Source: an optimization exercise on an open RTL-to-GDS flow (aim: small area). Production flows keep margins and buffers that such runs may drop.
Only simulation tests tie the RTL to the original design; equivalence was not proved.

==> flow/design.v (excerpt) <==
module DgLk_LockChannel (
    input  wire        i_clkp,
    input  wire        i_rstn,
    input  wire [15:0] i_a0,      
    input  wire [15:0] i_adc,     
    input  wire [15:0] i_rt,      
    input  wire [15:0] i_k0,      
    input  wire [15:0] i_k1,      
    input  wire [15:0] i_k2,      
    input  wire [4:0]  i_shift,   
    input  wire [31:0] i_min,     
    input  wire [31:0] i_max,     
    output wire [15:0] o_filt,    
    output wire [31:0] o_ut       
);
Size in the first run: about 220 I/O pins, ~52000 um^2 of cells after synthesis.
Settings: LEC_CHECK=0, CAP_MARGIN=5, CORE_MARGIN=2, CORE_UTILIZATION=60, CTS_BUF_LIST=sky130_fd_sc_hd__clkbuf_8, PLACE_DENSITY=0.7, SLEW_MARGIN=5, SYNTH_HIERARCHICAL=1, SYNTH_MINIMUM_KEEP_SIZE=0; clock period 5.5 ns.
standard.sh (not shown) runs the stock make flow with config.mk's settings and CLKGATE_MAP_FILE= SYNTH_SCRIPT=/design/flow/synth_recipe.tcl, a recipe that flattens the netlist after the stock synthesis.
==> flow/flow/run.sh <==
#!/bin/bash
# Layout with the standard flow (standard.sh, unchanged synthesis), plus:
#  - ports buffered with the smallest buffer instead of the default delay cell,
#  - power recovery after global routing, which sizes down gates off the critical paths.
# Each tool's output is in orfs/logs/; make's own output goes to flow_make.log here.
set -euo pipefail
bash standard.sh \
  "BUFFER_PORTS_ARGS=-buffer_cell sky130_fd_sc_hd__buf_1" \
  RECOVER_POWER=100 \
  finish > flow_make.log 2>&1
The baseline reached the layout checks and failed them: max-capacitance violations, max-slew violations.
Then changed:
==> flow/run.sh (new file) <==
#!/bin/bash
# synth_recipe.tcl (not shown) runs the flow's synth.tcl, then flattens the netlist and writes it again
# the make line also repeats each setting of config.mk as NAME=value (left out here)
make -C /OpenROAD-flow-scripts/flow DESIGN_CONFIG=/design/flow/config.mk WORK_HOME=/design/flow/orfs CLKGATE_MAP_FILE= SYNTH_SCRIPT=/design/flow/synth_recipe.tcl finish
removed: flow/flow/run.sh
removed: flow/standard.sh
What happened: This time the run passed the timing, design-rule and antenna checks. Sequential share of layout area fell by 0.55 points. Worst setup slack gets worse by 0.045 ns. Global-route usage rose by 0.51 points. Utilization rose by 1.7 points.
Then changed:
--- a/flow/config.mk
+++ b/flow/config.mk
@@ -8 +8 @@
-export CAP_MARGIN = 5
+export CAP_MARGIN = 20
@@ -11 +10,0 @@
-export CTS_BUF_LIST = sky130_fd_sc_hd__clkbuf_8
@@ -13 +12 @@
-export SLEW_MARGIN = 5
+export SLEW_MARGIN = 20
Outcome: The changed run finished with timing, DRC and antenna clean; worst setup slack improves by 0.0078 ns; design area stays flat; flip-flop and latch count is unchanged; via count shrinks by 0.31%; fmax is about the same; worst hold slack improves by 0.055 ns; sequential share of layout area barely changes; synthesized area stays the same; global-route usage barely changes; core utilization grows by 0.20 points.
Then changed:
==> flow/flow/run.sh (new file) <==
#!/bin/bash
# Layout with the standard flow (standard.sh) and its unchanged synthesis, with one step
# added between synthesis and floorplan: downsize.py sets every combinational cell of the
# synthesized netlist to the smallest drive strength of its family (ABC's speed script sizes
# cells up before placement); the flow's own repair steps size up what timing needs.
# make's output is in flow_*.log here; each tool's log is in orfs/logs/.
set -euo pipefail
PORTS=()
if [[ -f flow/ports_buf1 ]]; then PORTS=("BUFFER_PORTS_ARGS=-buffer_cell sky130_fd_sc_hd__buf_1"); fi
bash standard.sh synth > flow_synth.log 2>&1
R=orfs/results/${FLOW_PLATFORM}/DgLk_LockChannel/base
python3 flow/downsize.py "$FLOW_HOME/platforms/${FLOW_PLATFORM}/lib/sky130_fd_sc_hd__tt_025C_1v80.lib" \
  "$R/1_2_yosys.v" > flow_downsize.log 2>&1
bash standard.sh "${PORTS[@]}" finish > flow_finish.log 2>&1
==> flow/flow/downsize.py (new file) <==
#!/usr/bin/env python3
"""Rewrites a synthesized netlist so that each combinational cell uses the
smallest-area drive strength of its family (same function, same pins).
Flip-flops, buffers and clock cells are left alone; the flow's timing repair
sizes up whatever needs it.  usage: downsize.py LIB NETLIST"""
import re, sys

lib, net = sys.argv[1], sys.argv[2]
text = open(lib).read()
area = {}
for m in re.finditer(r'cell \("(sky130_fd_sc_hd__\w+)"\)\s*\{', text):
    a = re.search(r'area\s*:\s*([\d.]+)', text[m.end():m.end() + 3000])
    if a:
        area[m.group(1)] = float(a.group(1))
dont = {'probe', 'lpflow'}
fam = {}
for c, a in area.items():
    m = re.match(r'(sky130_fd_sc_hd__[a-z0-9]+)_(\d+)$', c)
    if not m or any(d in c for d in dont):
        continue
    fam.setdefault(m.group(1), []).append((a, c))
keep = re.compile(r'sky130_fd_sc_hd__(df|sdf|edf|dl|buf|clk|conb|tap|fill|decap|bufbuf|bufinv|dly)')
s = open(net).read()
count = {}
def repl(m):
    c = m.group(0)
    f = re.match(r'(sky130_fd_sc_hd__[a-z0-9]+)_(\d+)$', c)
    if not f or keep.match(c) or f.group(1) not in fam:
        return c
    best = min(fam[f.group(1)])[1]
    if area.get(best, 1e9) < area.get(c, 0):
        count[(c, best)] = count.get((c, best), 0) + 1
        return best
    return c
s = re.sub(r'\bsky130_fd_sc_hd__[a-z0-9]+_\d+\b', repl, s)
open(net, 'w').write(s)
for (a, b), n in sorted(count.items()):
    print('%5d %s -> %s' % (n, a, b))
==> flow/flow/ports_buf1 (new file) <==
1
==> flow/standard.sh (new file) <==
#!/bin/bash
# synth_recipe.tcl (not shown) runs the flow's synth.tcl, then flattens the netlist and writes it again
# the make line also repeats each setting of config.mk as NAME=value (left out here)
make -C /OpenROAD-flow-scripts/flow DESIGN_CONFIG=/design/flow/config.mk WORK_HOME=/design/flow/orfs CLKGATE_MAP_FILE= SYNTH_SCRIPT=/design/flow/synth_recipe.tcl "${@:-finish}"
--- a/flow/config.mk
+++ b/flow/config.mk
@@ -8 +8 @@
-export CAP_MARGIN = 20
+export CAP_MARGIN = 5
@@ -10,0 +11 @@
+export CTS_BUF_LIST = sky130_fd_sc_hd__clkbuf_8
@@ -12 +13 @@
-export SLEW_MARGIN = 20
+export SLEW_MARGIN = 5
removed: flow/run.sh
Outcome: The new run finished clean; die area fell by about 6%; wire length goes down by about 3%; worst hold slack got worse by 0.020 ns; cell count falls by 0.69%; final area fell by 9.4%; worst setup slack improves by 0.28 ns; register-to-register slack gains 0.28 ns; core utilization decreases by 1.9 points.

## port drivers added, routing unchanged
Ports are ideal in the flow. The routed layouts listed here were re-timed in OpenROAD.
Step 1 sets driving cells, clkbuf_16 on the clock port and buf_2 on the other inputs (assumed; they add their load-dependent delay and slew).
Step 2 times the ports against the registers' clock, not the clock port: input delays grow and output delays shrink by t, the midpoint of the rising clock arrivals with the driver on.
Slacks: no drivers / after step 1 / after step 2; pairs: no drivers / after step 1.
run	shift t [ns]	slack for setup (ns)	worst hold slack (ns)
the first run	0.847	0.155 / 0.155 / 0.155	0.309 / 0.309 / 0.309
the second run	0.843	0.110 / 0.110 / 0.110	0.251 / 0.251 / 0.251
the third run	0.703	0.117 / 0.117 / 0.117	0.306 / 0.306 / 0.306
the fourth run	0.837	0.399 / 0.399 / 0.399	0.286 / 0.273 / 0.286
